Background: an optimization exercise with open tools, aiming at small area. Do not read the settings as production practice.
The RTL of this run was laid out without a check of its function.
Power figures rest on the tool's default switching activity, not on a simulated workload.

==> design/flow/design.v <==
module ALU(input [31:0] a, input [31:0] b,
	input sel_add, input sel_neg, input sel_and, input sel_xor, input sel_diff,
	input sel_shr, input sel_shl, input arith,
	output [31:0] sum, output carry, output [31:0] out);
	wire [32:0] c;
	assign c[0] = 1'b0;
	genvar i;
	generate
		for (i = 0; i < 32; i = i + 1) begin : fa
			assign sum[i] = a[i] ^ b[i] ^ c[i];
			assign c[i+1] = (a[i] & b[i]) | (c[i] & (a[i] ^ b[i]));
		end
	endgenerate
	assign carry = c[32];
	wire [32:0] lo_or;
	assign lo_or[0] = 1'b0;
	generate
		for (i = 0; i < 32; i = i + 1) begin : ng
			assign lo_or[i+1] = lo_or[i] | b[i];
		end
	endgenerate
	wire [31:0] neg = b ^ lo_or[31:0];
	wire [31:0] x = a ^ b;
	wire [31:0] y = a & b;
	reg [4:0] idx;
	integer n;
	always @(*) begin
		idx = 5'd0;
		for (n = 31; n >= 0; n = n - 1)
			if (x[n]) idx = n;
	end
	wire none = ~|x;
	wire [31:0] diff = {{27{none}}, idx | {5{none}}};
	wire [31:0] a_rev;
	generate
		for (i = 0; i < 32; i = i + 1) begin : rv
			assign a_rev[i] = a[31-i];
		end
	endgenerate
	wire [31:0] s_in = sel_shl ? a_rev : a;
	wire fill = arith & a[31];
	wire big = |b[31:5];
	wire [31:0] s0 = b[0] ? {fill, s_in[31:1]} : s_in;
	wire [31:0] s1 = b[1] ? {{2{fill}}, s0[31:2]} : s0;
	wire [31:0] s2 = b[2] ? {{4{fill}}, s1[31:4]} : s1;
	wire [31:0] s3 = b[3] ? {{8{fill}}, s2[31:8]} : s2;
	wire [31:0] s4 = b[4] ? {{16{fill}}, s3[31:16]} : s3;
	wire [31:0] sh = big ? {32{fill}} : s4;
	wire [31:0] sh_rev;
	generate
		for (i = 0; i < 32; i = i + 1) begin : rv2
			assign sh_rev[i] = sh[31-i];
		end
	endgenerate
	assign out = ({32{sel_add}} & sum) | ({32{sel_neg}} & neg) |
		({32{sel_and}} & y) | ({32{sel_xor}} & x) | ({32{sel_diff}} & diff) |
		({32{sel_shr}} & sh) | ({32{sel_shl}} & sh_rev);
endmodule
module PC_unit(input clk, input rst, input hold, input take_rs, input take_abs,
	input take_rel, input [31:0] rs, input [25:0] target,
	output reg [31:0] pc, output [31:0] next);
	wire [32:0] ic;
	assign ic[0] = 1'b1;
	genvar i;
	generate
		for (i = 0; i < 32; i = i + 1) begin : inc
			assign next[i] = pc[i] ^ ic[i];
			assign ic[i+1] = pc[i] & ic[i];
		end
	endgenerate
	wire [31:0] off = {{11{target[20]}}, target[20:0]};
	wire [31:0] rel;
	wire [32:0] c;
	assign c[0] = 1'b0;
	generate
		for (i = 0; i < 32; i = i + 1) begin : ra
			assign rel[i] = next[i] ^ off[i] ^ c[i];
			assign c[i+1] = (next[i] & off[i]) | (c[i] & (next[i] ^ off[i]));
		end
	endgenerate
	wire [31:0] absa = {next[31:26], target};
	always @(posedge clk)
		if (rst)
			pc <= 32'd0;
		else if (!hold)
			pc <= take_rs ? rs : take_abs ? absa : take_rel ? rel : next;
endmodule
module reg_file(input clk, input rst, input [4:0] rs_add, input [4:0] rt_add,
	input we, input [4:0] w_add, input [31:0] wd,
	output reg [31:0] rs_data, output reg [31:0] rt_data);
	wire [1023:0] flat;
	wire [31:0] wd_g = rst ? 32'd0 : wd;
	genvar i;
	generate
		for (i = 0; i < 32; i = i + 1) begin : r
			reg [31:0] q;
			always @(posedge clk)
				if (rst | (we & (w_add == i)))
					q <= wd_g;
			assign flat[i*32 +: 32] = q;
		end
	endgenerate
	wire [31:0] rs_sel = 32'd1 << rs_add;
	wire [31:0] rt_sel = 32'd1 << rt_add;
	integer k;
	always @(*) begin
		rs_data = 32'd0;
		rt_data = 32'd0;
		for (k = 0; k < 32; k = k + 1) begin
			rs_data = rs_data | (flat[k*32 +: 32] & {32{rs_sel[k]}});
			rt_data = rt_data | (flat[k*32 +: 32] & {32{rt_sel[k]}});
		end
	end
endmodule
module RISCy_CPU(input clk, input rst,
	output [11:0] imem_addr, input [31:0] imem_rdata,
	output [11:0] dmem_addr, output [31:0] dmem_wdata, output dmem_we, input [31:0] dmem_rdata);
	wire [31:0] ins = imem_rdata;
	wire [5:0] op = ins[31:26];
	wire [3:0] fn = ins[3:0];
	wire [4:0] rs_a = ins[25:21];
	wire [4:0] rt_a = ins[20:16];
	wire op_r    = ~op[4] & ~op[3];               
	wire op_imm  = op[5] & op[4];                 
	wire op_sw   = op_imm & ~op[1] & ~op[0];      
	wire op_lw   = op_imm & ~op[1] & op[0];       
	wire op_neg  = op_imm & op[1] & ~op[0];       
	wire op_addi = op_imm & op[1] & op[0];        
	wire op_halt = op[5] & ~op[4];                
	wire op_b    = ~op[5] & op[3];                
	wire op_grp  = ~op[5] & op[4];                
	wire op_br   = op_grp & (op[2:0] == 3'd0);    
	wire op_bltz = op_grp & (op[2:0] == 3'd1);    
	wire op_bz   = op_grp & (op[2:0] == 3'd2);    
	wire op_bnz  = op_grp & (op[2:0] == 3'd3);    
	wire op_call = op_grp & (op[2:0] == 3'd4);    
	wire op_bcy  = op_grp & (op[2:0] == 3'd5);    
	wire op_bncy = op_grp & (op[2:0] == 3'd6);    
	wire f_add  = (fn == 4'd1);
	wire f_neg  = (fn == 4'd2);
	wire f_and  = (fn == 4'd3);
	wire f_xor  = (fn == 4'd4);
	wire f_diff = (fn == 4'd5);
	wire f_sham = (fn == 4'd6) | (fn == 4'd7) | (fn == 4'd10);
	wire f_shl  = (fn == 4'd6) | (fn == 4'd8);
	wire f_shr  = (fn == 4'd7) | (fn == 4'd9) | (fn == 4'd10) | (fn == 4'd11);
	wire f_ari  = (fn == 4'd10) | (fn == 4'd11);
	wire [31:0] rs_d, rt_d;
	reg C;
	wire [31:0] b = op_imm ? {{16{ins[15]}}, ins[15:0]} :
	                (op_r & f_sham) ? {22'd0, ins[15:6]} : rt_d;
	wire [31:0] sum, alu_out;
	wire carry;
	ALU alu(.a(rs_d), .b(b),
		.sel_add(op_addi | (op_r & f_add)), .sel_neg(op_neg | (op_r & f_neg)),
		.sel_and(op_r & f_and), .sel_xor(op_r & f_xor), .sel_diff(op_r & f_diff),
		.sel_shr(op_r & f_shr), .sel_shl(op_r & f_shl), .arith(f_ari),
		.sum(sum), .carry(carry), .out(alu_out));
	always @(posedge clk)
		if (rst) C <= 1'b0;
		else C <= carry;
	wire [31:0] pc, next;
	wire rs_zero = ~|rs_d;
	wire take_abs = op_b | op_call | (op_bcy & C) | (op_bncy & ~C);
	wire take_rel = (op_bltz & rs_d[31]) | (op_bz & rs_zero) | (op_bnz & ~rs_zero);
	PC_unit pcu(.clk(clk), .rst(rst), .hold(op_halt), .take_rs(op_br),
		.take_abs(take_abs), .take_rel(take_rel), .rs(rs_d), .target(ins[25:0]),
		.pc(pc), .next(next));
	wire we = op_r | op_neg | op_addi | op_lw | op_call;
	wire [4:0] w_add = op_lw ? rt_a : op_call ? 5'd31 : rs_a;
	wire [31:0] wd = op_lw ? dmem_rdata : op_call ? next : alu_out;
	reg_file rf(.clk(clk), .rst(rst), .rs_add(rs_a), .rt_add(rt_a),
		.we(we), .w_add(w_add), .wd(wd), .rs_data(rs_d), .rt_data(rt_d));
	assign imem_addr = pc[11:0];
	assign dmem_addr = sum[11:0];
	assign dmem_wdata = rt_d;
	assign dmem_we = op_sw & ~rst;
endmodule
==> design/flow/run.sh <==
#!/bin/bash
# synth_recipe.tcl (not shown) runs the flow's synth.tcl, then flattens the netlist and writes it again
# the make line also repeats each setting of config.mk as NAME=value (left out here)
make -C /OpenROAD-flow-scripts/flow DESIGN_CONFIG=/design/flow/config.mk WORK_HOME=/design/flow/orfs CLKGATE_MAP_FILE= SYNTH_SCRIPT=/design/flow/synth_recipe.tcl finish
==> design/flow/config.mk <==
export PLATFORM = sky130hd
export DESIGN_NAME = RISCy_CPU
export DESIGN_NICKNAME = RISCy_CPU
export VERILOG_FILES = /design/flow/design.v
export SDC_FILE = /design/flow/constraint.sdc
export NUM_CORES = 4
export LEC_CHECK = 0
export CAP_MARGIN = 20
export CORE_MARGIN = 2
export CORE_UTILIZATION = 40
export SLEW_MARGIN = 20
export SYNTH_HIERARCHICAL = 1
==> design/flow/constraint.sdc <==
create_clock -name core_clock -period 14.0 [get_ports {clk}]
set_input_delay 2.8000 -clock core_clock [delete_from_list [all_inputs] [get_ports {clk}]]
set_output_delay 2.8000 -clock core_clock [all_outputs]
set_load 0.01 [all_outputs]
==> notes.md <==
[path summary, 6_finish.rpt]
kind,cells after the start,slack [ps],endpoint
hold reg to reg,2,480,pcu.pc[14]
setup reg to reg,50,-300,rf.r[0].q[31]
hold / removal,2,480,pcu.pc[14]
setup / recovery,53,-2500,rf.r[0].q[31]
[final cells by class]
class                           instances  share of cell area (%)
Sequential cell                      1057                   47.20
Multi-Input combinational cell       2769                   33.30
Timing Repair Buffer                  743                   9.579
Clock buffer                          139                   4.492
Tap cell                             1781                   3.348
Clock inverter                         67                   1.013
Inverter                              177                  0.9983
Antenna cell                           20                 0.07520
[critical path, delay by kind of cell]
kind / cells / cell delay (ps)
adder cells (fa/ha/maj): 32 / 11070
multiplexers: 2 / 270
buffers and inverters: 7 / 650
AND/OR/NAND/NOR: 7 / 1250
AO/OA/AOI/OAI: 5 / 870
[flip-flops by register name, summed over array words and instances (netlist names)]
name,count
C,1
pcu.pc,32
rf.r.q,1024
[metal layers]
layer / GRT usage (%) / wire, µm / up-vias
met3: 17.00 / 46430 / 1351
li1: - / - / 18770
met5: 1.750 / 519 / -
met2: 62.81 / 130400 / 5090
met4: 31.09 / 27150 / 28
met1: 53.22 / 109000 / 24640
[through the flow]
stage,power (mW),instances,setup slack (ps),area [µm²]
after floorplan,4.743,4369,-2434,55180
after global placement,5.762,6484,-3768,61920
after detailed placement,5.753,6484,-3783,61940
after CTS,8.770,6718,-2412,66230
after global routing,9.038,6735,-2789,66510
final,8.885,6753,-2497,66550
[power breakdown]
group	switching, mW	leakage [nW]	total [mW]	internal [mW]
Combinational	1.23	12.6	1.86	0.630
Clock	1.35	1.76	3.05	1.70
Sequential	0.182	10.8	3.97	3.79
Total	2.76	25.2	8.89	6.12
[repair_timing]
item | in CTS | in global routing
setup buffers | 17 | 16
gates cloned | 11 | 0
pin swaps | 25 | 19
endpoints found under the setup margin | 323 | 325
gates resized for setup | 120 | 49
[cell usage in the layout (no fill, tap or decap), types with 24 or more instances in the layout]
master	instances
edfxtp_1	1024
a22oi_1	841
buf_4	562
nand4_1	199
and3_1	180
inv_1	167
nand2_1	132
nor2_1	123
clkbuf_16	118
a21oi_1	111
clkdlybuf4s50_1	109
mux2i_1	104
nand3_1	92
ha_1	92
or4_1	66
fa_2	59
o21ai_0	51
nor2b_1	46
mux4_2	41
a221oi_1	37
buf_6	34
dfxtp_1	33
nor2b_4	30
and2_2	30
a2111oi_0	29
nand2b_1	27
a2111oi_2	26
o211ai_1	25
clkinv_1	24
==> results.ini <==
[status]
status = failed layout checks
so_faults = setup timing

[cts]
cts_tree = done
clk_latency_ps = 790
h-tree-depth = 3
clock_sinks = 1057
cts_made_buffers = 113
clkTransAtPathRegs_ps = 60
hold_buffers = 0
cts-root-buf = clkbuf_16
clockBufferDepth = 3

[timing]
tns_ps = -401460
worst_pin_slew_ps = 1180
hold_slack_ps = 480.4
layout_setup_ws_ps = -2497
setup_viol = 259
slew_headroom_pct = 21.33
fmax_ghz = 0.06062
fin_crit_sh_pct = 117.8
timing.final.hold_violations = 0
skew_ps = 72.84
rsz0062_at_grt = true
slew_violations = 0
period_needed_ps = 16500

[setup_path]
crit_arrival_ps = 16940
endpoint_kind = flop
criticalPathCategory = input pin to flop
critPathSlowestCell = fa_2
worstReg2RegStart = rf.r[5].q[0]
start_kind = input pin
critPathMostFrequentCell = fa_2
worstSetupStartpoint = imem_rdata[17]
worst-path-max-fanout = 8
cp.required_ps = 14440
slowest_delay_ps = 390

[detailed_routing]
drt-total-wl_um = 313400
drc_errors = 0
vias = 49880
drtIter0Drc = 10280
wire_per_inst_um = 46.42
drt_first_pass_iters = 9
routed_via_density = 7.386
drtAntennaViolNets = 0

[global_route]
first_global_vias = 47350
antenna_found_initial = 27
grt_usage_pct = 43.62
grt_pass1_wl_um = 414800
grt_max_degree = 60
grt_overflow_total = 0

[yosys]
yosys_warnings = 10
syn_inst = 4369
synth.avg_cell_area_um2 = 12.55
synthesis.nets = 4589
synth_area_um2 = 54830

[pwr]
leakage_nw = 25.21
cellPowerDensity_nw_per_um2 = 133.5
irDropWorstVdd_uv = 110.5

[placed_design]
place.gp.congestion = 1.083
port_buffers = 122
hpwlAfterDp_um = 208800

[die]
boundaryPins = 123
die_area_um2 = 140000
die-height_um = 374.2
chipWidth_um = 374.2
core_area_um2 = 135800
start_util_pct = 40.37
rows = 135

[final_layout]
area_growth_pct = 21.39
final_core_util_pct = 49.00
multiInputGateArea_um2 = 22160
final_nets = 5081
nFillCells = 12030
final-seq-area_um2 = 31410
final_layout_size_suffix_gt1_share_pct = 23.26

[hold_path]
min-delay-path-class = flop to flop
worstHoldStart = pcu.pc[14]

[job]
max_cap_viol_count = 0

[afterwards: timing with drivers on the ports]
Ports are ideal in the flow. The routed layout listed here was re-timed in OpenROAD. Step 1 sets driving cells, clkbuf_16 on the clock port and buf_2 on the other inputs (assumed; they add their load-dependent delay and slew). Step 2 also shifts input and output timing later by t, the mid clock arrival at the registers, as if the neighbouring blocks saw the same clock. a / b / c = ideal / step 1 / step 2; a / b = the first two.
t (ns): 0.834
setup WS [ns]: -2.497 / -2.472 / -3.306
worst register clock-pin slew, ns: 0.08 / 0.08
worst slew at a driven data input, ns: 0.07
The setup slack of this run moves by +0.025 ns with the drivers and by -0.809 ns with both steps.
